Context: an optimization exercise on an open-source flow, tuned for a short achievable clock period and few clock cycles. The choices shown serve that exercise and are no tape-out recipe.
RTL that was checked went through simulation tests only; none was proved equivalent to the original.
No functional check of the RTL was part of runs 3 and 4.

[run.sh]
#!/bin/bash
# synth_recipe.tcl (not shown) runs the flow's synth.tcl, then flattens the netlist and writes it again
# the make line also repeats each setting of config.mk as NAME=value (left out here)
make -C /OpenROAD-flow-scripts/flow DESIGN_CONFIG=/design/flow/config.mk WORK_HOME=/design/flow/orfs CLKGATE_MAP_FILE= SYNTH_SCRIPT=/design/flow/synth_recipe.tcl finish
[config.mk]
export PLATFORM = sky130hd
export DESIGN_NAME = cr16_core
export DESIGN_NICKNAME = cr16_core
export VERILOG_FILES = /design/flow/design.v
export SDC_FILE = /design/flow/constraint.sdc
export NUM_CORES = 4
export LEC_CHECK = 0
export CAP_MARGIN = 20
export CORE_MARGIN = 2
export CORE_UTILIZATION = 40
export SLEW_MARGIN = 20
[constraint.sdc]
create_clock -name core_clock -period 15.0 [get_ports {I_CLK}]
set_input_delay 3.0000 -clock core_clock [delete_from_list [all_inputs] [get_ports {I_CLK}]]
set_output_delay 3.0000 -clock core_clock [all_outputs]
set_load 0.01 [all_outputs]
[design.v]
module cr16_core
       (input wire I_CLK,
        input wire I_NRESET,
        input wire [15:0] I_MEM_DATA,
        input wire [15:0] I_EXT_MEM_DATA,
        output wire [15:0] O_MEM_DATA,
        output wire [15:0] O_MEM_ADDRESS,
        output wire O_MEM_WRITE_ENABLE,
        output wire [15:0] O_EXT_MEM_DATA,
        output wire [15:0] O_EXT_MEM_ADDRESS,
        output wire O_EXT_MEM_WRITE_ENABLE);
reg [15:0][15:0] rf;      
reg [4:0] flags;          
reg [15:0] maddr, mwd;
reg mwe;
reg [15:0] xaddr, xwd;
reg xwe;
assign O_MEM_ADDRESS          = maddr;
assign O_MEM_DATA             = mwd;
assign O_MEM_WRITE_ENABLE     = mwe;
assign O_EXT_MEM_ADDRESS      = xaddr;
assign O_EXT_MEM_DATA         = xwd;
assign O_EXT_MEM_WRITE_ENABLE = xwe;
reg rq_f;                 
reg ar_f;                 
reg [15:0] ar_pc;
reg [15:0] lastf;         
reg pend_v;               
reg [15:0] pend_tgt;
reg ret_q, ret_a;         
reg lq_v, lq_x, la_v, la_x;
reg [3:0] lq_rd, la_rd;
wire [15:0] ldata = la_x ? I_EXT_MEM_DATA : I_MEM_DATA;
reg [3:0] qv;
reg [3:0][15:0] qi, qpc;
reg e_v;
reg [15:0] opa, opx, opb, e_sd, e_tgt;
reg [3:0] sh;
reg [3:0] e_rd, e_ldrd, e_cc;
reg e_add, e_addc, e_sub, e_not, e_and, e_or, e_xor, e_lsh, e_rsh;
reg e_alu, e_mul, e_ssf, e_wrd;
reg e_push, e_call, e_store, e_pop, e_ret, e_load, e_loadx, e_storex, e_bc, e_jc;
reg mul_ph;
reg [15:0] ma, mb, mp0, mp1, mp2, mp3;
reg wb_v;
reg [3:0] wb_rd;
reg [15:0] wb_d;
wire e_stall = e_v && e_mul && !mul_ph;
wire e_go    = e_v && !e_stall;
reg ctrue;
always @(*) begin
    case (e_cc)
        4'h0: ctrue = flags[3];
        4'h1: ctrue = !flags[3];
        4'h2: ctrue = flags[0];
        4'h3: ctrue = !flags[0];
        4'h4: ctrue = flags[2];
        4'h5: ctrue = !flags[2];
        4'h6: ctrue = !flags[4] && !flags[3];
        4'h7: ctrue = !flags[4];
        4'h8: ctrue = !flags[1] && !flags[3];
        4'h9: ctrue = !flags[1];
        4'hA: ctrue = flags[4];
        4'hB: ctrue = flags[4] || flags[3];
        4'hC: ctrue = flags[1];
        4'hD: ctrue = flags[1] || flags[3];
        4'hE: ctrue = 1'b1;
        default: ctrue = 1'b0;
    endcase
end
wire cin = e_sub || e_addc;
wire [16:0] sum = {1'b0, opb} + {1'b0, opx} + {16'b0, cin};
wire z_sum = ((opb ^ opx) ^ {opb[14:0] | opx[14:0], cin}) == 16'b0;
wire b_gt_a  = opb > opa;
wire b_gt_as = $signed(opb) > $signed(opa);
reg [15:0] alu_r;
always @(*) begin
    alu_r = 16'b0;
    if (e_add || e_sub) alu_r = sum[15:0];
    if (e_not) alu_r = ~opa;
    if (e_and) alu_r = opa & opb;
    if (e_or)  alu_r = opa | opb;
    if (e_xor) alu_r = opa ^ opb;
    if (e_lsh) alu_r = opb << sh;
    if (e_rsh) alu_r = opb >> sh;
end
reg [4:0] alu_f;
always @(*) begin
    alu_f = 5'b0;
    alu_f[3] = (e_add || e_sub) ? z_sum : alu_r == 16'b0;
    if (e_add) begin
        alu_f[0] = sum[16];
        alu_f[1] = b_gt_a;
        alu_f[2] = (opa[15] == opb[15]) && (opa[15] != sum[15]);
        alu_f[4] = (opa[15] != opb[15] && sum[15]) || (opa[15] && opb[15]);
    end
    if (e_sub) begin
        alu_f[0] = b_gt_a;
        alu_f[1] = b_gt_a;
        alu_f[2] = (opa[15] != opb[15]) && (opa[15] == sum[15]);
        alu_f[4] = b_gt_as;
    end
    if (e_mul) alu_f = 5'b0;
end
wire [4:0] flags_n = (e_go && e_alu) ? alu_f : (e_go && e_ssf) ? opa[4:0] : flags;
wire [15:0] mul_r = mp0 + mp1 + mp2 + mp3;
wire e_we = e_go && e_wrd;
wire [3:0] e_wr = e_rd;
wire [15:0] e_wd = e_mul ? mul_r : alu_r;
wire t_br   = e_go && (e_bc || e_jc) && ctrue;
wire t_call = e_go && e_call;
wire t_ret  = e_go && e_ret;
wire kill   = t_br || t_call || t_ret;
wire e_mw = e_go && (e_push || e_call || e_store);
wire e_mr = e_go && (e_pop || e_ret || e_load);
wire [15:0] e_ma = (e_pop || e_ret) ? sum[15:0] : opb;
wire [15:0] ir   = qi[0];
wire [15:0] irpc = qpc[0];
wire [3:0] op  = ir[15:12];
wire [3:0] ex  = ir[7:4];
wire [3:0] rdf = ir[11:8];
wire [3:0] rsf = ir[3:0];
wire op0 = op == 4'h0;
wire opf = op == 4'hF;
wire d_aluim  = op >= 4'h1 && op <= 4'h9;
wire d_arshi  = opf && ex == 4'h0;
wire d_alu    = op0 || d_aluim || d_arshi;
wire d_mul    = (op0 && ex == 4'h2) || op == 4'h3;
wire d_cmp    = (op0 && ex == 4'h4) || op == 4'h5;
wire d_mov    = opf && ex == 4'h1;
wire d_jc     = opf && ex == 4'h2;
wire d_call   = opf && ex == 4'h3;
wire d_ret    = opf && ex == 4'h4;
wire d_lpc    = opf && ex == 4'h5;
wire d_lsf    = opf && ex == 4'h6;
wire d_ssf    = opf && ex == 4'h7;
wire d_push   = opf && ex == 4'h8;
wire d_pop    = opf && ex == 4'h9;
wire d_load   = opf && ex == 4'hA;
wire d_store  = opf && ex == 4'hB;
wire d_loadx  = opf && ex == 4'hC;
wire d_storex = opf && ex == 4'hD;
wire d_movil  = op == 4'hA;
wire d_moviu  = op == 4'hB;
wire d_bc     = op == 4'hC;
wire d_calld  = op == 4'hD;
wire d_lsh    = op0 && (ex == 4'h9 || ex == 4'hA || ex == 4'hD || ex == 4'hE);
wire d_rsh    = (op0 && (ex == 4'hB || ex == 4'hC || ex == 4'hF)) || d_arshi;
wire imm_shift = (op0 && (ex == 4'hA || ex == 4'hC || ex == 4'hE)) || d_arshi;
wire a_reg = (op0 && !imm_shift) || d_mov || d_ssf;    
wire u_rs = a_reg || d_jc || d_call || d_push || d_load || d_loadx || d_store || d_storex;
wire u_rd = d_alu || d_movil || d_moviu || d_store || d_storex || d_mov || d_lpc || d_lsf ||
            d_pop || d_load || d_loadx;
wire u_sp = d_push || d_pop || d_call || d_calld || d_ret;
wire d_pass = d_mov || d_movil || d_moviu || d_lpc || d_lsf;
wire b_rs   = d_load || d_loadx;                       
wire [3:0] bsel = u_sp ? 4'd15 : b_rs ? rsf : rdf;
wire [15:0] ra_w = (wb_v && wb_rd == rsf) ? wb_d : rf[rsf];
wire [15:0] rb_w = (wb_v && wb_rd == bsel) ? wb_d : rf[bsel];
wire fa = e_we && e_wr == rsf;               
wire fb = e_we && e_wr == bsel;              
wire la_a = la_v && la_rd == rsf && !fa;     
wire la_b = la_v && la_rd == bsel && !fb;    
wire e_isld = e_v && (e_pop || e_load || e_loadx);
function automatic hz(input v, input [3:0] r, input urs, input urd, input usp,
                      input [3:0] rs_, input [3:0] rd_);
    hz = v && ((urs && rs_ == r) || (urd && rd_ == r) || (usp && r == 4'd15));
endfunction
wire r_stall = hz(e_isld, e_ldrd, u_rs, u_rd, u_sp, rsf, rdf) ||
               hz(lq_v, lq_rd, u_rs, u_rd, u_sp, rsf, rdf) ||
               (d_mul && (fa || fb || la_a || la_b)) ||
               (d_lsf && e_v && (e_alu || e_ssf));
wire issue = qv[0] && !r_stall && !e_stall && !kill;
reg [15:0] opa_e;
always @(*) begin
    if (d_movil)
        opa_e = {rb_w[15:8], ir[7:0]};
    else if (d_moviu)
        opa_e = {ir[7:0], rb_w[7:0]};
    else if (d_lpc)
        opa_e = irpc;
    else if (u_sp)
        opa_e = 16'd1;
    else if (imm_shift)
        opa_e = {12'b0, ir[3:0]};
    else if (d_aluim && op <= 4'h5)
        opa_e = {{8{ir[7]}}, ir[7:0]};
    else if (d_aluim)
        opa_e = {8'b0, ir[7:0]};
    else if (d_lsf)
        opa_e = 16'b0;
    else
        opa_e = ra_w;
end
wire a_hi_f = (a_reg && fa) || (d_movil && fb);
wire a_lo_f = (a_reg && fa) || (d_moviu && fb);
wire a_hi_l = (a_reg && la_a) || (d_movil && la_b);
wire a_lo_l = (a_reg && la_a) || (d_moviu && la_b);
wire [15:0] opa_d;
assign opa_d[15:8] = a_hi_f ? e_wd[15:8] : a_hi_l ? ldata[15:8] : opa_e[15:8];
assign opa_d[7:0]  = a_lo_f ? e_wd[7:0] : a_lo_l ? ldata[7:0] :
                     d_lsf ? {3'b0, flags} : opa_e[7:0];
wire [15:0] opb_d = d_pass ? 16'b0 : fb ? e_wd : la_b ? ldata : rb_w;
wire [15:0] r_pc1 = irpc + 16'd1;
wire sd_call = d_call || d_calld;
wire [15:0] sd_d = sd_call ? r_pc1 : fa ? e_wd : la_a ? ldata : ra_w;
wire [15:0] r_disp = d_bc ? {{8{ir[7]}}, ir[7:0]} : {{4{ir[11]}}, ir[11:0]};
wire t_imm = d_bc || d_calld;
wire r_sub = (op0 && (ex == 4'h3 || ex == 4'h4)) || op == 4'h4 || op == 4'h5 ||
             d_push || d_call || d_calld;
wire [15:0] tgt_d = t_imm ? r_pc1 + r_disp : fa ? e_wd : la_a ? ldata : ra_w;
wire [3:0] sv = issue ? {1'b0, qv[3:1]} : qv;
wire [3:0][15:0] si = issue ? {qi[3], qi[3:1]} : qi;
wire [3:0][15:0] sp_ = issue ? {qpc[3], qpc[3:1]} : qpc;
wire enq = ar_f && !kill;
wire [3:0] sv_prev = {sv[2:0], 1'b1};
wire ar_f_n = rq_f && !kill;
wire room = !qv[3] && !(qv[2] && (ar_f || rq_f)) && !(qv[1] && ar_f && rq_f);
integer i;
always @(posedge I_CLK or negedge I_NRESET) begin
    if (!I_NRESET) begin
        rf       <= '0;
        flags    <= 5'b0;
        maddr    <= 16'b0;
        mwd      <= 16'b0;
        mwe      <= 1'b0;
        xaddr    <= 16'b0;
        xwd      <= 16'b0;
        xwe      <= 1'b0;
        rq_f     <= 1'b0;
        ar_f     <= 1'b1;
        ar_pc    <= 16'b0;
        lastf    <= 16'b0;
        pend_v   <= 1'b0;
        pend_tgt <= 16'b0;
        ret_q    <= 1'b0;
        ret_a    <= 1'b0;
        lq_v     <= 1'b0;
        lq_x     <= 1'b0;
        lq_rd    <= 4'b0;
        la_v     <= 1'b0;
        la_x     <= 1'b0;
        la_rd    <= 4'b0;
        qv       <= 4'b0;
        qi       <= '0;
        qpc      <= '0;
        e_v      <= 1'b0;
        opa      <= 16'b0;
        opx      <= 16'b0;
        opb      <= 16'b0;
        e_sd     <= 16'b0;
        e_tgt    <= 16'b0;
        sh       <= 4'b0;
        e_rd     <= 4'b0;
        e_ldrd   <= 4'b0;
        e_cc     <= 4'b0;
        {e_add, e_addc, e_sub, e_not, e_and, e_or, e_xor, e_lsh, e_rsh} <= 9'b0;
        {e_alu, e_mul, e_ssf, e_wrd} <= 4'b0;
        {e_push, e_call, e_store, e_pop, e_ret, e_load, e_loadx, e_storex, e_bc, e_jc} <= 10'b0;
        mul_ph   <= 1'b0;
        ma       <= 16'b0;
        mb       <= 16'b0;
        mp0      <= 16'b0;
        mp1      <= 16'b0;
        mp2      <= 16'b0;
        mp3      <= 16'b0;
        wb_v     <= 1'b0;
        wb_rd    <= 4'b0;
        wb_d     <= 16'b0;
    end
    else begin
        for (i = 0; i < 16; i = i + 1) begin
            if (wb_v && wb_rd == i)
                rf[i] <= wb_d;
            else if (la_v && la_rd == i)
                rf[i] <= ldata;
        end
        wb_v  <= e_we;
        wb_rd <= e_wr;
        wb_d  <= e_wd;
        flags <= flags_n;
        if (e_v && e_mul) begin
            mul_ph <= !mul_ph;
            mp0 <= ma * mb[3:0];
            mp1 <= (ma * mb[7:4]) << 4;
            mp2 <= (ma * mb[11:8]) << 8;
            mp3 <= (ma * mb[15:12]) << 12;
        end
        lq_v  <= e_go && (e_pop || e_load || e_loadx);
        lq_x  <= e_loadx;
        lq_rd <= e_ldrd;
        la_v  <= lq_v;
        la_x  <= lq_x;
        la_rd <= lq_rd;
        ret_q <= t_ret;
        ret_a <= ret_q;
        xwe <= e_go && e_storex;
        if (e_go && (e_loadx || e_storex)) begin
            xaddr <= opb;
            xwd   <= e_sd;
        end
        ar_f  <= ar_f_n;
        ar_pc <= maddr;
        if (t_call) begin
            pend_v   <= 1'b1;
            pend_tgt <= e_tgt;
        end
        mwe  <= e_mw;
        rq_f <= 1'b0;
        if (e_mw || e_mr) begin
            maddr <= e_ma;
            mwd   <= e_sd;
        end
        else if (t_br) begin
            maddr <= e_tgt;
            lastf <= e_tgt;
            rq_f  <= 1'b1;
        end
        else if (pend_v) begin
            pend_v <= 1'b0;
            maddr  <= pend_tgt;
            lastf  <= pend_tgt;
            rq_f   <= 1'b1;
        end
        else if (ret_a) begin
            maddr <= I_MEM_DATA;
            lastf <= I_MEM_DATA;
            rq_f  <= 1'b1;
        end
        else if (!ret_q && room) begin
            maddr <= lastf + 16'd1;
            lastf <= lastf + 16'd1;
            rq_f  <= 1'b1;
        end
        for (i = 0; i < 4; i = i + 1) begin
            if (kill)
                qv[i] <= 1'b0;
            else if (sv[i]) begin
                qv[i]  <= 1'b1;
                qi[i]  <= si[i];
                qpc[i] <= sp_[i];
            end
            else if (enq && sv_prev[i]) begin
                qv[i]  <= 1'b1;
                qi[i]  <= I_MEM_DATA;
                qpc[i] <= ar_pc;
            end
            else
                qv[i] <= 1'b0;
        end
        if (issue && d_mul) begin
            ma <= opa_e;
            mb <= rb_w;
        end
        if (issue && (d_lsh || d_rsh))
            sh <= opa_d[3:0];
        if (kill)
            e_v <= 1'b0;
        else if (!e_stall) begin
            e_v <= issue;
            if (issue) begin
                opa    <= opa_d;
                opx    <= r_sub ? ~opa_d : opa_d;
                opb    <= opb_d;
                e_sd   <= sd_d;
                e_tgt  <= tgt_d;
                e_rd   <= u_sp ? 4'd15 : rdf;
                e_ldrd <= rdf;
                e_cc   <= rdf;
                e_add  <= (op0 && (ex == 4'h0 || ex == 4'h1)) || op == 4'h1 || op == 4'h2 ||
                          d_pop || d_ret;
                e_addc <= (op0 && ex == 4'h1) || op == 4'h2;
                e_sub  <= r_sub;
                e_not  <= (op0 && ex == 4'h5) || op == 4'h6;
                e_and  <= (op0 && ex == 4'h6) || op == 4'h7;
                e_or   <= (op0 && ex == 4'h7) || op == 4'h8 || d_pass;
                e_xor  <= (op0 && ex == 4'h8) || op == 4'h9;
                e_lsh  <= d_lsh;
                e_rsh  <= d_rsh;
                e_alu  <= d_alu;
                e_mul  <= d_mul;
                e_ssf  <= d_ssf;
                e_wrd  <= (d_alu && !d_cmp) || d_pass || u_sp;
                e_push   <= d_push;
                e_call   <= d_call || d_calld;
                e_store  <= d_store;
                e_pop    <= d_pop;
                e_ret    <= d_ret;
                e_load   <= d_load;
                e_loadx  <= d_loadx;
                e_storex <= d_storex;
                e_bc     <= d_bc;
                e_jc     <= d_jc;
            end
        end
    end
end
endmodule
==> results of run 1 <==
## cells in the mapped netlist (17+ instances only)
library cell / number / share of area, %
mux4_2: 104 / 4.8
nor2b_1: 27 / 0.35
xnor2_1: 119 / 2.1
inv_1: 174 / 1.3
nor3_1: 43 / 0.44
o211ai_1: 49 / 0.75
xor2_1: 36 / 0.64
nor4_1: 21 / 0.27
a21oi_1: 280 / 2.9
nand2_1: 1022 / 7.8
ha_1: 155 / 4.0
a211o_1: 18 / 0.32
a31oi_1: 64 / 0.82
nand4_1: 24 / 0.31
and2_1: 67 / 0.86
clkbuf_1: 371 / 2.8
o21bai_1: 18 / 0.28
or3_1: 20 / 0.26
mux2i_1: 100 / 2.0
o21ai_0: 738 / 7.6
a211oi_1: 73 / 1.1
buf_2: 31 / 0.32
nor2_1: 345 / 2.6
nand2b_1: 29 / 0.37
a21o_1: 33 / 0.51
fa_1: 65 / 2.7
and3_1: 33 / 0.42
nand3_1: 85 / 0.87
a221oi_1: 30 / 0.54
o221ai_1: 20 / 0.36
o31ai_1: 33 / 0.51
mux2_2: 236 / 5.4
buf_1: 35 / 0.27
o21a_1: 18 / 0.28
dfrtp_1: 733 / 37
a22oi_1: 17 / 0.26
## worst paths after layout
| kind | startpoint | to | slack, ns |
|---|---|---|---|
| setup / recovery | qi[13] | opx[7] | 8.36 |
| hold reg to reg | lq_x | la_x | 0.36 |
| max in group asynchronous | I_NRESET | rf[255] | 9.99 |
| min in group asynchronous | I_NRESET | mwd[3] | 2.30 |
| hold / removal | lq_x | la_x | 0.36 |
| setup reg to reg | qi[13] | opx[7] | 8.36 |
## metal layers
layer	wire, um	vias up
met5	46	-
met4	9740	6
met3	18100	485
met2	82300	2317
met1	80200	21500
li1	-	19300
## flip-flops by register name, summed over array words and instances (netlist names), 5 cells and up
name	cells
mp1	12
e_sd	16
opa	16
rf	256
flags	5
opb	16
mp0	16
qi	64
qpc	64
e_tgt	16
xwd	16
lastf	16
opx	16
pend_tgt	16
ar_pc	16
wb_d	16
mp2	8
maddr	16
xaddr	16
mb	16
mwd	16
ma	16
## kinds of logic after synthesis
| kind of cell | count (synthesis) | share of synthesized area [%] |
|---|---|---|
| and+or+nand+nor | 1777 | 15.6 |
| buffers and inverters | 625 | 5.04 |
| AOI/OAI and AO/OA | 1580 | 19.6 |
| xor gates and xnor gates | 157 | 2.89 |
| DFF | 734 | 37.6 |
| adders and majority gates | 220 | 6.62 |
| muxes | 453 | 12.6 |
## metrics by stage
stage / util (%) / hold WS [ns] / worst slack [ns] / area, sq um / instances
floorplan: - / 0.331 / 10.78 / 48900 / 5546
global placement: 42.3 / 0.334 / 8.71 / 51500 / 6952
detailed placement: 42.3 / 0.336 / 8.46 / 51500 / 6952
CTS: 44.7 / 0.362 / 8.47 / 54400 / 7105
global route: 44.8 / 0.379 / 7.99 / 54400 / 7106
finish: 44.8 / 0.358 / 8.36 / 54400 / 7109
## layout make-up
class | instances | area (sq um) | area share [%]
timing repair buffer | 233 | 2030 | 3.73
tap | 1625 | 2030 | 3.74
inverter | 174 | 653 | 1.20
clock inverter | 29 | 367 | 0.674
multi-input combinational | 4187 | 28400 | 52.2
sequential | 734 | 18400 | 33.8
clock buffer | 124 | 2520 | 4.64
antenna | 3 | 7.51 | 0.0138
==> results.yml, run 1 <==
logic_synthesis:
  synth_edf_count: 0
  async_flop_share_pct: 100
  synth-main-ff-cell: "dfrtp_1"
  synth_seq_cells: 734
  syn-mean-instance-area_sq_um: 8.82
  syn-num-nets: 5800
  ys_seq_area_share_pct: 37.6
  synth_area_sq_mm: 0.0489
  synthCells: 5546
  ys_warn_count: 1
  ys_types: 97
cts:
  cts_sinks: 734
  cts_setup_buffers: 0
  clockBufferDepth: 3
  h-tree-depth: 3
  cts_root_buffer: "clkbuf_16"
  post_cts_resized: 0
  cts_tree: "done"
  path_clk_slew_ns: 0.06
  postCtsHoldBufs: 0
  cts_buffers: 84
  clk_latency_ns: 0.72
die:
  core_area_sq_mm: 0.122
  die-area_sq_mm: 0.125
  rows: 128
  ios: 100
  die_h_um: 354
  initial_utilization_pct: 40.2
  fp.dieW_um: 354
timing:
  hold_violations: 0
  rsz0062_at_grt: "false"
  fmax_mhz: 151
  min_period_ns: 6.64
  min_period_over_period_pct: 44.2
  slew_headroom_pct: 24.6
  setup-tns-final_ns: 0
  setup_viol: 0
  drv_slew: 0
  finClkSkew_ns: 0.0542
  tightestPinTransition_ns: 1.12
global_route:
  met1_usage_pct: 42.0
  grt_pass1_vias: 41400
  use_met3_pct: 5.99
  grt_overflow: 0
  grt_first_pass_wirelength_um: 283000
  grt_max_degree: 145
  use_met2_pct: 44.6
  grt.busiest_layer: "met2"
  track_usage_pct: 30.0
  antenna_found_initial: 13
run_status:
  status: "complete, no violations"
place:
  place_hpwl_um: 133000
  place.gp.congestion: 0.995
  io_buffer_count: 99
setup_path:
  crit_buf_inv: 0
  worstPathMaxFanout: 25
  end_kind: "flip-flop"
  crit_arrival_ns: 7.17
  critPathMostFrequentCell: "o221ai_1"
  crit_slowest_cell: "o211ai_1"
  critPathTopFamily: "simple AND/OR/NAND/NOR gates"
  path_depth: 10
  critical_path_required_ns: 15.54
  cp_cell_sequence: "nand4_2 > nor3_4 > mux2i_1 > nand2_1 > o211ai_1 > and2_1 > o31ai_1 > o2bb2ai_1 > o221ai_1 > o221ai_1"
  critical_path_class: "reg -> reg"
  critPathMaxStageDelay_ns: 0.97
  ff2ff_path_depth: 10
  critPathLaunchType: "flip-flop"
finish:
  final.fill_count: 11700
  final_nets: 5668
  synthToLayoutAreaGrowth_pct: 11.2
  layout_commonest_cell: "nand2_1"
  drive_gt1_share_pct: 13.4
  final_cell_mix: "nand2_1 (1,020), o21ai_0 (736), dfrtp_1 (727)"
detailed_routing:
  vias: 43600
  routed_wl_um: 190000
  ant_nets: 0
  wire_per_inst_um: 26.8
  dr.first_iter.drc_count: 5022
  drc_errors: 0
  dr.pass1.iters: 7
  post_drt_via_cell_ratio: 6.14
min_path:
  hold_class: "reg -> reg"
  hold_depth: 0
run:
  drv_cap: 0
Testbench counts, summed over its fixed seeds: cycles 363,852.
==> run 2: changes to the inputs <==
--- a/config.mk
+++ b/config.mk
@@ -7,5 +7,5 @@
 export LEC_CHECK = 0
-export CAP_MARGIN = 20
+export CAP_MARGIN = 80
 export CORE_MARGIN = 2
 export CORE_UTILIZATION = 40
-export SLEW_MARGIN = 20
+export SLEW_MARGIN = 80
==> results.yml, run 2 <==
die:
  fp.dieW_um: 354
  rows: 128
  initial_utilization_pct: 40.2
  die_h_um: 354
  ios: 100
  die-area_sq_mm: 0.125
  core_area_sq_mm: 0.122
cts:
  cts_tree: "done"
  path_clk_slew_ns: 0.06
  cts_buffers: 87
  cts_setup_buffers: 0
  cts_root_buffer: "clkbuf_16"
  post_cts_resized: 0
  clk_latency_ns: 0.71
  cts_sinks: 734
  clockBufferDepth: 3
  h-tree-depth: 3
  postCtsHoldBufs: 0
setup_path:
  critPathLaunchType: "flip-flop"
  crit_arrival_ns: 6.04
  critPathMaxStageDelay_ns: 0.38
  ff2ff_path_depth: 22
  r2r-end: "qi[16]"
  worstPathMaxFanout: 31
  critPathTopFamily: "buffers and inverters"
  critical_path_required_ns: 15.59
  cp_cell_sequence: "buf_8 > nand4_4 > buf_4 > nor3_4 > buf_2 > buf_2 > mux2i_4 > buf_2 > xnor2_1 > a32o_1 > and2_4 > o41ai_4 > buf_1 > buf_1 > buf_2 > nand2_8 > buf_12 > a21boi_4 > buf_8 > buf_12 > mux2_2 > mux2_2"
  reg2reg_slack_ns: 9.55
  end_kind: "flip-flop"
  critical_path_class: "reg -> reg"
  crit_buf_inv: 11
  r2r-start: "qi[12]"
  crit_slowest_cell: "o41ai_4"
  critPathMostFrequentCell: "buf_2"
logic_synthesis:
  syn-num-nets: 5800
  synth_seq_cells: 734
  ys_warn_count: 1
  synthTopCellsByArea: "dfrtp_1 (37%), nand2_1 (7.8%), o21ai_0 (7.6%)"
  synthTopCellsByCount: "nand2_1 (1,022), o21ai_0 (738), dfrtp_1 (733), clkbuf_1 (371), nor2_1 (345)"
  yosysMostFrequentCell: "nand2_1"
  synth_edf_count: 0
  ys_seq_area_share_pct: 37.6
  async_flop_share_pct: 100
  synth-main-ff-cell: "dfrtp_1"
  syn-mean-instance-area_sq_um: 8.82
  synthDominantCellAreaShare_pct: 37.5
  synth_top_area_cell: "dfrtp_1"
  ys_types: 97
  synth_area_sq_mm: 0.0489
  synthCells: 5546
min_path:
  hold_depth: 0
  holdPathEnd: "la_x"
  min_from: "lq_x"
  hold_class: "reg -> reg"
finish:
  top_register: "rf"
  final_nets: 5958
  reg_top3: "rf: 256 flops, qi: 64 flops, qpc: 64 flops"
  largest_reg_flops: 256
  fin_util_pct: 50.8
  seqCellArea_sq_mm: 0.0186
  synthToLayoutAreaGrowth_pct: 26.4
  final.fill_count: 10900
  diodes: 0
  layout_commonest_cell: "nand2_1"
  multiInputGateArea_sq_mm: 0.0317
  final_cell_mix: "nand2_1 (1,006), o21ai_0 (663), dfrtp_1 (624)"
  drive_gt1_share_pct: 25.8
detailed_routing:
  drc_errors: 0
  wire_per_inst_um: 26.5
  ant_nets: 0
  routed_wl_um: 196000
  post_drt_via_cell_ratio: 6.12
  dr.pass1.iters: 7
  vias: 45300
  dr.first_iter.drc_count: 5260
place:
  place.gp.congestion: 0.995
  io_buffer_count: 99
  place_hpwl_um: 144000
timing:
  setup-tns-final_ns: 0
  setup_viol: 0
  slew_headroom_pct: 74.7
  drv_slew: 0
  min_period_ns: 5.45
  hold_violations: 0
  rsz0062_at_grt: "false"
  min_period_over_period_pct: 36.4
  fmax_mhz: 183
  tightestPinTransition_ns: 0.379
  finClkSkew_ns: 0.0276
global_route:
  grt_pass1_vias: 43700
  grt_first_pass_wirelength_um: 292000
  track_usage_pct: 30.8
  antenna_found_initial: 18
  grt_overflow: 0
  grt_max_degree: 49
run:
  drv_cap: 0
run_status:
  status: "complete, no violations"
-- run 2: changes by cell type in the layout (fill, tap and decap cells not counted), moves of 42 or more --
| cell | previous run | this run |
|---|---|---|
| dfrtp_1 | 727 | 624 |
| buf_2 | 1 | 88 |
| o21ai_0 | 736 | 663 |
| buf_6 | 2 | 73 |
| buf_4 | 129 | 70 |
| dfrtp_2 | 4 | 58 |
| dfrtp_4 | 2 | 51 |
| buf_8 | 1 | 49 |
| a211oi_1 | 73 | 30 |
| a21oi_1 | 280 | 238 |
-- run 2: cell type report --
class                      count  area share, %
multi-input combinational   4187           51.3
inverter                     174           1.08
clock inverter                38          0.872
clock buffer                 123           4.14
tap                         1625           3.29
sequential                   734           30.2
timing repair buffer         520           9.16
-- run 2: worst max path at each step --
stage           start        end  cells after the start  slack (ns)
2_1_floorplan   e_sub    opx[14]                     15       10.78
3_3_place_gp   qi[13]     qi[32]                     13        8.71
3_5_place_dp   mp0[8]  e_tgt[15]                     17        9.42
4_1_cts        mp0[8]  e_tgt[15]                     17        9.41
5_1_grt        qi[12]     qi[17]                     22        9.36
6_report       qi[12]     qi[16]                     22        9.55
-- run 2: metrics by stage --
| stage | std cells | hold slack (ns) | setup slack (ns) | cell area (sq um) |
|---|---|---|---|---|
| floorplan | 5546 | 0.331 | 10.78 | 48900 |
| global placement | 6952 | 0.334 | 8.71 | 51500 |
| detailed placement | 7200 | 0.336 | 9.42 | 57600 |
| CTS | 7361 | 0.349 | 9.41 | 60700 |
| global route | 7401 | 0.366 | 9.36 | 61800 |
| finish | 7401 | 0.347 | 9.55 | 61800 |
-- run 2: cell families (layout without fill, tap and decap cells) --
family	after synthesis	count (layout)	synth area share [%]
simple gates	1777	1777	15.6
xor+xnor	157	157	2.89
fa+ha+maj	220	220	6.62
compound gates	1580	1580	19.6
flops	734	734	37.6
buf+inv	625	855	5.04
mux	453	453	12.6
-- run 2: worst reg2reg max path, delay by kind of cell (launching register included) --
family,cells,cell delay [ns]
flops,1,0.35
simple gates,4,0.83
compound gates,3,0.82
xor+xnor,1,0.08
buf+inv,11,2.32
mux,3,0.91
-- run 2: layer usage --
layer / routed length, um / vias up / track usage (%)
met3: 17700 / 565 / 6.41
met5: 67 / - / 0
met2: 85700 / 2324 / 46.1
met1: 81500 / 22500 / 42.3
met4: 11200 / 10 / 15.4
li1: - / 19900 / -
==> run 3: changes to the inputs <==
--- a/design.v
+++ b/design.v
@@ -26,3 +26,26 @@
 reg [15:0] ar_pc;
-reg [15:0] lastf;         
+reg [15:0] fpc;           
+reg [15:0] nextf;         
+reg ar_pt;                
+reg [15:0] ar_ptgt;
+reg [31:0] btb_v;
+reg [31:0][10:0] btb_tag;
+reg [31:0][15:0] btb_tgt;
+reg [31:0] fidx;          
+reg bt_v;
+reg [10:0] bt_tag;
+reg [15:0] bt_tgt;
+integer j;
+always @(*) begin
+    bt_v   = 1'b0;
+    bt_tag = 11'b0;
+    bt_tgt = 16'b0;
+    for (j = 0; j < 32; j = j + 1) begin
+        bt_v   = bt_v | (fidx[j] & btb_v[j]);
+        bt_tag = bt_tag | ({11{fidx[j]}} & btb_tag[j]);
+        bt_tgt = bt_tgt | ({16{fidx[j]}} & btb_tgt[j]);
+    end
+end
+wire bt_hit = bt_v && bt_tag == fpc[15:5];
+wire [15:0] succ = rq_f ? (bt_hit ? bt_tgt : fpc + 16'd1) : nextf;
 reg pend_v;               
@@ -30,9 +53,18 @@
 reg ret_q, ret_a;         
-reg lq_v, lq_x, la_v, la_x;
+reg lq_v, lq_x, la_v, la_x, lq_c, la_c;
 reg [3:0] lq_rd, la_rd;
-wire [15:0] ldata = la_x ? I_EXT_MEM_DATA : I_MEM_DATA;
-reg [3:0] qv;
-reg [3:0][15:0] qi, qpc;
+reg [15:0] lq_cd, la_cd;
+wire [15:0] ldata = la_c ? la_cd : la_x ? I_EXT_MEM_DATA : I_MEM_DATA;
+reg [15:0] wc_v;
+reg [15:0] sp1;           
+reg sp1_ok;
+reg [15:0][15:0] wc_a, wc_d;
+reg [3:0][15:0] qi, qpc, qptgt;
+reg [3:0] qpt;
+reg [3:0] qh, qt;
+reg [2:0] qn;
 reg e_v;
-reg [15:0] opa, opx, opb, e_sd, e_tgt;
+reg [15:0] opa, opx, opb, e_sd, e_tgt, e_pc, e_pc1, e_ptgt;
+reg e_pt, e_chit;
+reg [15:0] e_cdata;
 reg [3:0] sh;
@@ -109,11 +141,30 @@
 wire [15:0] e_wd = e_mul ? mul_r : alu_r;
-wire t_br   = e_go && (e_bc || e_jc) && ctrue;
+wire e_retm = e_ret && !e_chit;             
+wire e_ctl  = e_bc || e_jc || e_call || e_ret;
+wire taken  = ((e_bc || e_jc) && ctrue) || e_call || e_ret;
+wire tgt_ok = e_tgt == e_ptgt;
+wire mispr  = e_go && !e_retm && (taken ? !(e_pt && tgt_ok) : e_pt);
+wire [15:0] fix_tgt = taken ? e_tgt : e_pc1;
 wire t_call = e_go && e_call;
-wire t_ret  = e_go && e_ret;
-wire kill   = t_br || t_call || t_ret;
+wire t_ret  = e_go && e_retm;
+wire kill   = mispr || t_ret;
 wire e_mw = e_go && (e_push || e_call || e_store);
-wire e_mr = e_go && (e_pop || e_ret || e_load);
+wire e_mr = e_go && (((e_pop || e_load) && !e_chit) || e_retm);
 wire [15:0] e_ma = (e_pop || e_ret) ? sum[15:0] : opb;
-wire [15:0] ir   = qi[0];
-wire [15:0] irpc = qpc[0];
+reg [15:0] ir, irpc, irptgt;
+reg irpt;
+integer k;
+always @(*) begin
+    ir = 16'b0;
+    irpc = 16'b0;
+    irptgt = 16'b0;
+    irpt = 1'b0;
+    for (k = 0; k < 4; k = k + 1) begin
+        ir     = ir | ({16{qh[k]}} & qi[k]);
+        irpc   = irpc | ({16{qh[k]}} & qpc[k]);
+        irptgt = irptgt | ({16{qh[k]}} & qptgt[k]);
+        irpt   = irpt | (qh[k] & qpt[k]);
+    end
+end
+wire iv = qn != 3'd0;
 wire [3:0] op  = ir[15:12];
@@ -155,2 +206,4 @@
 wire d_pass = d_mov || d_movil || d_moviu || d_lpc || d_lsf;
+wire r_sub = (op0 && (ex == 4'h3 || ex == 4'h4)) || op == 4'h4 || op == 4'h5 ||
+             d_push || d_call || d_calld;
 wire b_rs   = d_load || d_loadx;                       
@@ -171,4 +224,13 @@
                (d_mul && (fa || fb || la_a || la_b)) ||
-               (d_lsf && e_v && (e_alu || e_ssf));
-wire issue = qv[0] && !r_stall && !e_stall && !kill;
+               (d_lsf && e_v && (e_alu || e_ssf)) ||
+               (d_ret && (fb || la_b || (wb_v && wb_rd == 4'd15)));
+wire issue = iv && !r_stall && !e_stall && !kill;
+wire lk_sp = d_pop || d_ret;
+wire sp_cur = !fb && !la_b && !(wb_v && wb_rd == 4'd15) && sp1_ok;    
+wire [15:0] lk_a = lk_sp ? sp1 : ra_w;
+wire lk_fwd = lk_sp ? !sp_cur : (fa || la_a);
+wire e_wr_hit = e_mw && opb == lk_a;
+wire c_hit = wc_v[lk_a[3:0]] && wc_a[lk_a[3:0]] == lk_a;
+wire r_hit = (lk_sp || d_load) && !lk_fwd && (e_wr_hit || c_hit);
+wire [15:0] r_cd = e_wr_hit ? e_sd : wc_d[lk_a[3:0]];
 reg [15:0] opa_e;
@@ -198,22 +260,22 @@
 wire a_lo_l = (a_reg && la_a) || (d_moviu && la_b);
-wire [15:0] opa_d;
-assign opa_d[15:8] = a_hi_f ? e_wd[15:8] : a_hi_l ? ldata[15:8] : opa_e[15:8];
-assign opa_d[7:0]  = a_lo_f ? e_wd[7:0] : a_lo_l ? ldata[7:0] :
-                     d_lsf ? {3'b0, flags} : opa_e[7:0];
-wire [15:0] opb_d = d_pass ? 16'b0 : fb ? e_wd : la_b ? ldata : rb_w;
+wire [15:0] opa_d, opa_n, opx_d;
+assign opa_n[15:8] = a_hi_l ? ldata[15:8] : opa_e[15:8];
+assign opa_n[7:0]  = a_lo_l ? ldata[7:0] : d_lsf ? {3'b0, flags} : opa_e[7:0];
+assign opa_d[15:8] = a_hi_f ? e_wd[15:8] : opa_n[15:8];
+assign opa_d[7:0]  = a_lo_f ? e_wd[7:0] : opa_n[7:0];
+wire [15:0] subm = {16{r_sub}};
+assign opx_d[15:8] = a_hi_f ? e_wd[15:8] ^ subm[15:8] : opa_n[15:8] ^ subm[15:8];
+assign opx_d[7:0]  = a_lo_f ? e_wd[7:0] ^ subm[7:0] : opa_n[7:0] ^ subm[7:0];
+wire [15:0] opb_d = (fb && !d_pass) ? e_wd : d_pass ? 16'b0 : la_b ? ldata : rb_w;
 wire [15:0] r_pc1 = irpc + 16'd1;
 wire sd_call = d_call || d_calld;
-wire [15:0] sd_d = sd_call ? r_pc1 : fa ? e_wd : la_a ? ldata : ra_w;
+wire [15:0] sd_d = (fa && !sd_call) ? e_wd : sd_call ? r_pc1 : la_a ? ldata : ra_w;
 wire [15:0] r_disp = d_bc ? {{8{ir[7]}}, ir[7:0]} : {{4{ir[11]}}, ir[11:0]};
 wire t_imm = d_bc || d_calld;
-wire r_sub = (op0 && (ex == 4'h3 || ex == 4'h4)) || op == 4'h4 || op == 4'h5 ||
-             d_push || d_call || d_calld;
-wire [15:0] tgt_d = t_imm ? r_pc1 + r_disp : fa ? e_wd : la_a ? ldata : ra_w;
-wire [3:0] sv = issue ? {1'b0, qv[3:1]} : qv;
-wire [3:0][15:0] si = issue ? {qi[3], qi[3:1]} : qi;
-wire [3:0][15:0] sp_ = issue ? {qpc[3], qpc[3:1]} : qpc;
+wire [15:0] r_tgt = r_pc1 + r_disp;
+wire [15:0] tgt_d = (fa && !t_imm && !d_ret) ? e_wd : t_imm ? r_tgt : d_ret ? r_cd :
+                   la_a ? ldata : ra_w;
 wire enq = ar_f && !kill;
-wire [3:0] sv_prev = {sv[2:0], 1'b1};
 wire ar_f_n = rq_f && !kill;
-wire room = !qv[3] && !(qv[2] && (ar_f || rq_f)) && !(qv[1] && ar_f && rq_f);
+wire room = qn[2] ? 1'b0 : (qn == 3'd3) ? !(ar_f || rq_f) : (qn == 3'd2) ? !(ar_f && rq_f) : 1'b1;
 integer i;
@@ -232,3 +294,27 @@
         ar_pc    <= 16'b0;
-        lastf    <= 16'b0;
+        fpc      <= 16'b0;
+        fidx     <= 32'b1;
+        nextf    <= 16'd1;
+        ar_pt    <= 1'b0;
+        ar_ptgt  <= 16'b0;
+        btb_v    <= 32'b0;
+        btb_tag  <= '0;
+        btb_tgt  <= '0;
+        qpt      <= 4'b0;
+        qptgt    <= '0;
+        e_pc     <= 16'b0;
+        e_pc1    <= 16'b0;
+        e_ptgt   <= 16'b0;
+        e_pt     <= 1'b0;
+        e_chit   <= 1'b0;
+        e_cdata  <= 16'b0;
+        lq_c     <= 1'b0;
+        la_c     <= 1'b0;
+        lq_cd    <= 16'b0;
+        la_cd    <= 16'b0;
+        wc_v     <= 16'b0;
+        sp1      <= 16'd1;
+        sp1_ok   <= 1'b1;
+        wc_a     <= '0;
+        wc_d     <= '0;
         pend_v   <= 1'b0;
@@ -243,3 +329,5 @@
         la_rd    <= 4'b0;
-        qv       <= 4'b0;
+        qh       <= 4'b1;
+        qt       <= 4'b1;
+        qn       <= 3'b0;
         qi       <= '0;
@@ -277,2 +365,8 @@
         end
+        if (wb_v && wb_rd == 4'd15) begin
+            sp1    <= wb_d + 16'd1;
+            sp1_ok <= 1'b1;
+        end
+        else if (la_v && la_rd == 4'd15)
+            sp1_ok <= 1'b0;
         wb_v  <= e_we;
@@ -289,2 +383,11 @@
         lq_v  <= e_go && (e_pop || e_load || e_loadx);
+        lq_c  <= e_chit && !e_loadx;
+        lq_cd <= e_cdata;
+        la_c  <= lq_c;
+        la_cd <= lq_cd;
+        if (e_mw) begin
+            wc_v[opb[3:0]] <= 1'b1;
+            wc_a[opb[3:0]] <= opb;
+            wc_d[opb[3:0]] <= e_sd;
+        end
         lq_x  <= e_loadx;
@@ -301,5 +404,7 @@
         end
-        ar_f  <= ar_f_n;
-        ar_pc <= maddr;
-        if (t_call) begin
+        ar_f    <= ar_f_n;
+        ar_pc   <= fpc;
+        ar_pt   <= bt_hit;
+        ar_ptgt <= bt_tgt;
+        if (t_call && mispr) begin
             pend_v   <= 1'b1;
@@ -307,4 +412,5 @@
         end
-        mwe  <= e_mw;
-        rq_f <= 1'b0;
+        mwe   <= e_mw;
+        rq_f  <= 1'b0;
+        nextf <= succ;
         if (e_mw || e_mr) begin
@@ -313,5 +419,6 @@
         end
-        else if (t_br) begin
-            maddr <= e_tgt;
-            lastf <= e_tgt;
+        else if (mispr) begin
+            maddr <= fix_tgt;
+            fpc   <= fix_tgt;
+            fidx   <= 32'b1 << fix_tgt[4:0];
             rq_f  <= 1'b1;
@@ -321,3 +428,4 @@
             maddr  <= pend_tgt;
-            lastf  <= pend_tgt;
+            fpc    <= pend_tgt;
+            fidx    <= 32'b1 << pend_tgt[4:0];
             rq_f   <= 1'b1;
@@ -326,3 +434,4 @@
             maddr <= I_MEM_DATA;
-            lastf <= I_MEM_DATA;
+            fpc   <= I_MEM_DATA;
+            fidx   <= 32'b1 << I_MEM_DATA[4:0];
             rq_f  <= 1'b1;
@@ -330,23 +439,35 @@
         else if (!ret_q && room) begin
-            maddr <= lastf + 16'd1;
-            lastf <= lastf + 16'd1;
+            maddr <= succ;
+            fpc   <= succ;
+            fidx   <= 32'b1 << succ[4:0];
             rq_f  <= 1'b1;
         end
-        for (i = 0; i < 4; i = i + 1) begin
-            if (kill)
-                qv[i] <= 1'b0;
-            else if (sv[i]) begin
-                qv[i]  <= 1'b1;
-                qi[i]  <= si[i];
-                qpc[i] <= sp_[i];
+        if (e_go && e_ctl) begin
+            if (taken) begin
+                btb_v[e_pc[4:0]]   <= 1'b1;
+                btb_tag[e_pc[4:0]] <= e_pc[15:5];
+                btb_tgt[e_pc[4:0]] <= e_tgt;
             end
-            else if (enq && sv_prev[i]) begin
-                qv[i]  <= 1'b1;
-                qi[i]  <= I_MEM_DATA;
-                qpc[i] <= ar_pc;
+            else if (e_pt)
+                btb_v[e_pc[4:0]] <= 1'b0;
+        end
+        for (i = 0; i < 4; i = i + 1) begin
+            if (enq && qt[i]) begin
+                qi[i]    <= I_MEM_DATA;
+                qpc[i]   <= ar_pc;
+                qpt[i]   <= ar_pt;
+                qptgt[i] <= ar_ptgt;
             end
-            else
-                qv[i] <= 1'b0;
         end
-        if (issue && d_mul) begin
+        if (kill) begin
+            qh <= 4'b1;
+            qt <= 4'b1;
+            qn <= 3'b0;
+        end
+        else begin
+            if (enq) qt <= {qt[2:0], qt[3]};
+            if (issue) qh <= {qh[2:0], qh[3]};
+            qn <= issue ? (enq ? qn : qn - 3'd1) : (enq ? qn + 3'd1 : qn);
+        end
+        if (!e_stall && d_mul) begin
             ma <= opa_e;
@@ -354,3 +475,3 @@
         end
-        if (issue && (d_lsh || d_rsh))
+        if (!e_stall && (d_lsh || d_rsh))
             sh <= opa_d[3:0];
@@ -360,5 +481,5 @@
             e_v <= issue;
-            if (issue) begin
+            begin
                 opa    <= opa_d;
-                opx    <= r_sub ? ~opa_d : opa_d;
+                opx    <= opx_d;
                 opb    <= opb_d;
@@ -366,2 +487,8 @@
                 e_tgt  <= tgt_d;
+                e_pc   <= irpc;
+                e_pc1  <= r_pc1;
+                e_pt   <= irpt;
+                e_ptgt <= irptgt;
+                e_chit <= r_hit;
+                e_cdata <= r_cd;
                 e_rd   <= u_sp ? 4'd15 : rdf;
==> results.yml, run 3 <==
min_path:
  min_from: "lq_cd[10]"
  hold_class: "reg -> reg"
  hold_depth: 0
  holdPathEnd: "la_cd[10]"
timing:
  drv_slew: 0
  slew_headroom_pct: 77.0
  fmax_mhz: 143
  hold_violations: 0
  min_period_ns: 7.02
  tightestPinTransition_ns: 0.345
  min_period_over_period_pct: 46.8
  setup-tns-final_ns: 0
  rsz0062_at_grt: "false"
  finClkSkew_ns: 0.0738
  setup_viol: 0
setup_path:
  critPathLaunchType: "flip-flop"
  critPathMostFrequentCell: "buf_8"
  crit_slowest_cell: "dfstp_4"
  critical_path_required_ns: 15.83
  worstPathMaxFanout: 23
  critical_path_class: "reg -> reg"
  critPathMaxStageDelay_ns: 0.80
  r2r-start: "qh[0]"
  r2r-end: "e_chit"
  end_kind: "flip-flop"
  reg2reg_slack_ns: 7.98
  ff2ff_path_depth: 28
  crit_arrival_ns: 7.85
detailed_routing:
  dr.pass1.iters: 6
  ant_nets: 0
  routed_wl_um: 511000
  wire_per_inst_um: 30.8
  vias: 105000
  post_drt_via_cell_ratio: 6.35
  drc_errors: 0
  dr.first_iter.drc_count: 13900
global_route:
  grt.busiest_layer: "met2"
  grt_pass1_vias: 104000
  grt_first_pass_wirelength_um: 739000
  grt_max_degree: 43
  use_met3_pct: 8.76
  use_met2_pct: 46.9
  antenna_found_initial: 36
  track_usage_pct: 32.4
  met1_usage_pct: 43.8
  grt_overflow: 0
cts:
  cts_tree: "done"
  cts_buffers: 278
  h-tree-depth: 5
  clk_latency_ns: 0.93
  post_cts_resized: 0
  cts_setup_buffers: 0
  cts_sinks: 2415
  cts_root_buffer: "clkbuf_16"
  path_clk_slew_ns: 0.06
  clockBufferDepth: 4
  postCtsHoldBufs: 0
finish:
  final_cell_mix: "dfrtp_1 (2,289), nand2_1 (1,878), mux2_2 (1,070)"
  reg_top3: "btb_tgt: 512 flops, btb_tag: 352 flops"
  top_register: "btb_tgt"
  synthToLayoutAreaGrowth_pct: 26.1
  drive_gt1_share_pct: 28.7
  largest_reg_flops: 512
  final.fill_count: 26200
  final_cells: 16600
  final_nets: 12600
  layout_commonest_cell: "dfrtp_1"
  fin_util_pct: 50.7
die:
  core_area_sq_mm: 0.303
  ios: 100
  initial_utilization_pct: 40.2
  fp.dieW_um: 555
  die_h_um: 555
  die-area_sq_mm: 0.309
  rows: 202
logic_synthesis:
  synthTopCellsByArea: "dfrtp_1 (50%), mux2_2 (9.9%), nand2_1 (6.1%)"
  ys_seq_area_share_pct: 49.7
  synth_seq_cells: 2415
  synth_edf_count: 0
  ys_warn_count: 1
  synthDominantCellAreaShare_pct: 49.5
  synth_area_sq_mm: 0.122
  synth-main-ff-cell: "dfrtp_1"
  synth_top_area_cell: "dfrtp_1"
  async_flop_share_pct: 100
  synthCells: 11900
  syn-mean-instance-area_sq_um: 10.2
  ys_types: 104
  yosysMostFrequentCell: "dfrtp_1"
  syn-num-nets: 12200
  synthTopCellsByCount: "dfrtp_1 (2,408), nand2_1 (1,989), mux2_2 (1,073), o21ai_0 (728), clkbuf_1 (727)"
place:
  io_buffer_count: 99
  dpl.cell_count: 16000
  place_hpwl_um: 361000
  place.gp.congestion: 1.01
run:
  drv_cap: 0
run_status:
  status: "complete, no violations"
## run 3: per-layer routing
metal  share of wire (%)  vias up  wire, um
met5               0.033        -       169
met4                 6.7       28     34500
met3                  11     1612     58500
met2                  42     6558    216000
met1                  40    53600    202000
li1                    -    43600         -
## run 3: cell type report
type                    instances  area, sq um  area share (%)
diodes                         13         32.5          0.0212
clock inverters               100         1270           0.826
inverters                     184          756           0.493
multi-input cells            8284        62800            40.9
well taps                    3978         4980            3.25
clock buffers                 399         8140            5.31
repair buffers               1207        14700            9.55
flip-flops and latches       2415        60800            39.6
## run 3: stage by stage
stage / hold WS (ns) / area, sq um / setup WS, ns
2_1_floorplan: 0.331 / 122000 / 10.34
3_3_place_gp: 0.334 / 127000 / 7.96
3_5_place_dp: 0.336 / 142000 / 8.64
4_1_cts: 0.344 / 151000 / 8.55
5_1_grt: 0.355 / 153000 / 7.82
6_report: 0.343 / 153000 / 7.98
## run 3: worst max-delay path by stage
stage                from   endpoint  slack (ns)  cells after the start
floorplan           qh[0]  e_tgt[13]       10.34                     23
global placement    qh[0]     e_chit        7.96                     19
detailed placement  qh[0]     e_chit        8.64                     27
CTS                 qh[0]     e_chit        8.55                     27
global route        qh[0]     e_chit        7.82                     28
finish              qh[0]     e_chit        7.98                     28
## run 3: logic make-up (layout without fill, tap and decap cells)
| logic type | count (synthesis) | after routing | synth area share [%] |
|---|---|---|---|
| flip-flops | 2415 | 2415 | 49.7 |
| AO/OA/AOI/OAI | 2787 | 2787 | 15.7 |
| multiplexers | 1456 | 1456 | 13.4 |
| AND/OR/NAND/NOR | 3544 | 3544 | 12.5 |
| other | 0 | 13 | 0 |
| adder cells (fa/ha/maj) | 232 | 232 | 2.79 |
| XOR/XNOR | 265 | 265 | 1.91 |
| buffers and inverters | 1196 | 1890 | 4.05 |
## run 3: worst max-delay path, delay by kind of cell, from the launching register on
family	cells	cell delay (ns)
buf+inv	14	3.35
simple gates	7	0.99
mux	1	0.36
flops	1	0.80
compound gates	6	1.31
==> run 4: changes to the inputs <==
--- a/config.mk
+++ b/config.mk
@@ -7,5 +7,5 @@
 export LEC_CHECK = 0
-export CAP_MARGIN = 80
+export CAP_MARGIN = 90
 export CORE_MARGIN = 2
-export CORE_UTILIZATION = 40
-export SLEW_MARGIN = 80
+export CORE_UTILIZATION = 55
+export SLEW_MARGIN = 90
==> results.yml, run 4 <==
run_status:
  status: "aborted with a tool error"
  lastStage: "clock tree synthesis (4_1_cts)"
  toolErrorMsg: "[ERROR DPL-0033] detailed placement checks failed during check placement."
place:
  post-place-ws_ns: -10.36
  io_buffer_count: 99
  place_hpwl_um: 566000
  place.gp.congestion: 1.03
logic_synthesis:
  syn-mean-instance-area_sq_um: 10.2
  synth_area_sq_mm: 0.122
  async_flop_share_pct: 100
  ys_seq_area_share_pct: 49.7
  synthTopCellsByArea: "dfrtp_1 (50%), mux2_2 (9.9%), nand2_1 (6.1%)"
  synthDominantCellAreaShare_pct: 49.5
  ys_types: 104
  synth_edf_count: 0
  synth-main-ff-cell: "dfrtp_1"
  synthTopCellsByCount: "dfrtp_1 (2,408), nand2_1 (1,989), mux2_2 (1,073), o21ai_0 (728), clkbuf_1 (727)"
  syn-num-nets: 12200
  ys_warn_count: 1
  synth_top_area_cell: "dfrtp_1"
  yosysMostFrequentCell: "dfrtp_1"
  synthCells: 11900
  synth_seq_cells: 2415
die:
  ios: 100
  fp.dieW_um: 474
  rows: 172
  die_h_um: 474
  initial_utilization_pct: 55.4
cts:
  post_cts_resized: 185
  clockBufferDepth: 4
  cts_buffers: 280
  cts_sinks: 2415
  cts_root_buffer: "clkbuf_16"
  postCtsHoldBufs: 0
  h-tree-depth: 5
  cts_setup_buffers: 39
[run 4: worst max-delay path by stage]
| stage | start | to | slack [ns] | depth (start not counted) |
|---|---|---|---|---|
| after detailed placement | qh[1] | e_tgt[9] | -10.36 | 68 |
| after floorplan | qh[0] | e_tgt[13] | 10.34 | 23 |
| after global placement | qh[2] | e_tgt[15] | 8.24 | 17 |
[run 4: cells by family after synthesis]
| family | after synthesis | synth area share, % |
|---|---|---|
| simple gates | 3544 | 12.5 |
| flops | 2415 | 49.7 |
| mux | 1456 | 13.4 |
| buf+inv | 1196 | 4.05 |
| compound gates | 2787 | 15.7 |
| fa+ha+maj | 232 | 2.79 |
| xor+xnor | 265 | 1.91 |
[run 4: metrics by stage]
stage	cell area (sq um)	utilization [%]	hold slack, ns	instances
after floorplan	122000	-	0.331	11900
after global placement	125000	57.0	0.333	14300
after detailed placement	207000	94.3	0.340	19400

[afterwards: timing with drivers on the ports]
In the flow no input, the clock included, has a driving cell. The finished layouts below were timed again as built, in two steps.
Step 1: set_driving_cell puts a clkbuf_16 on I_CLK and a buf_2 on each other input, an assumption about the parent block.
Step 2, shift: input delay + t, output delay - t, t = (earliest + latest rising clock arrival at the registers) / 2. This alone moves slack from input paths to output paths.
a / b / c = ideal / step 1 / step 2; a / b = the first two.
| run | shift t [ns] | setup WS [ns] | clock arrival spread, ns | slew at the worst register clock pin (ns) | worst data-port slew with drivers (ns) |
|---|---|---|---|---|---|
| run 1 | 0.774 | 8.364 / 8.364 / 8.364 | 0.055 / 0.055 | 0.07 / 0.07 | 0.05 |
| run 2 | 0.770 | 9.546 / 9.546 / 9.546 | 0.029 / 0.029 | 0.07 / 0.07 | 0.05 |
| run 3 | 1.003 | 7.985 / 7.985 / 7.985 | 0.091 / 0.091 | 0.06 / 0.06 | 0.15 |
After both steps every run listed still meets setup and hold.
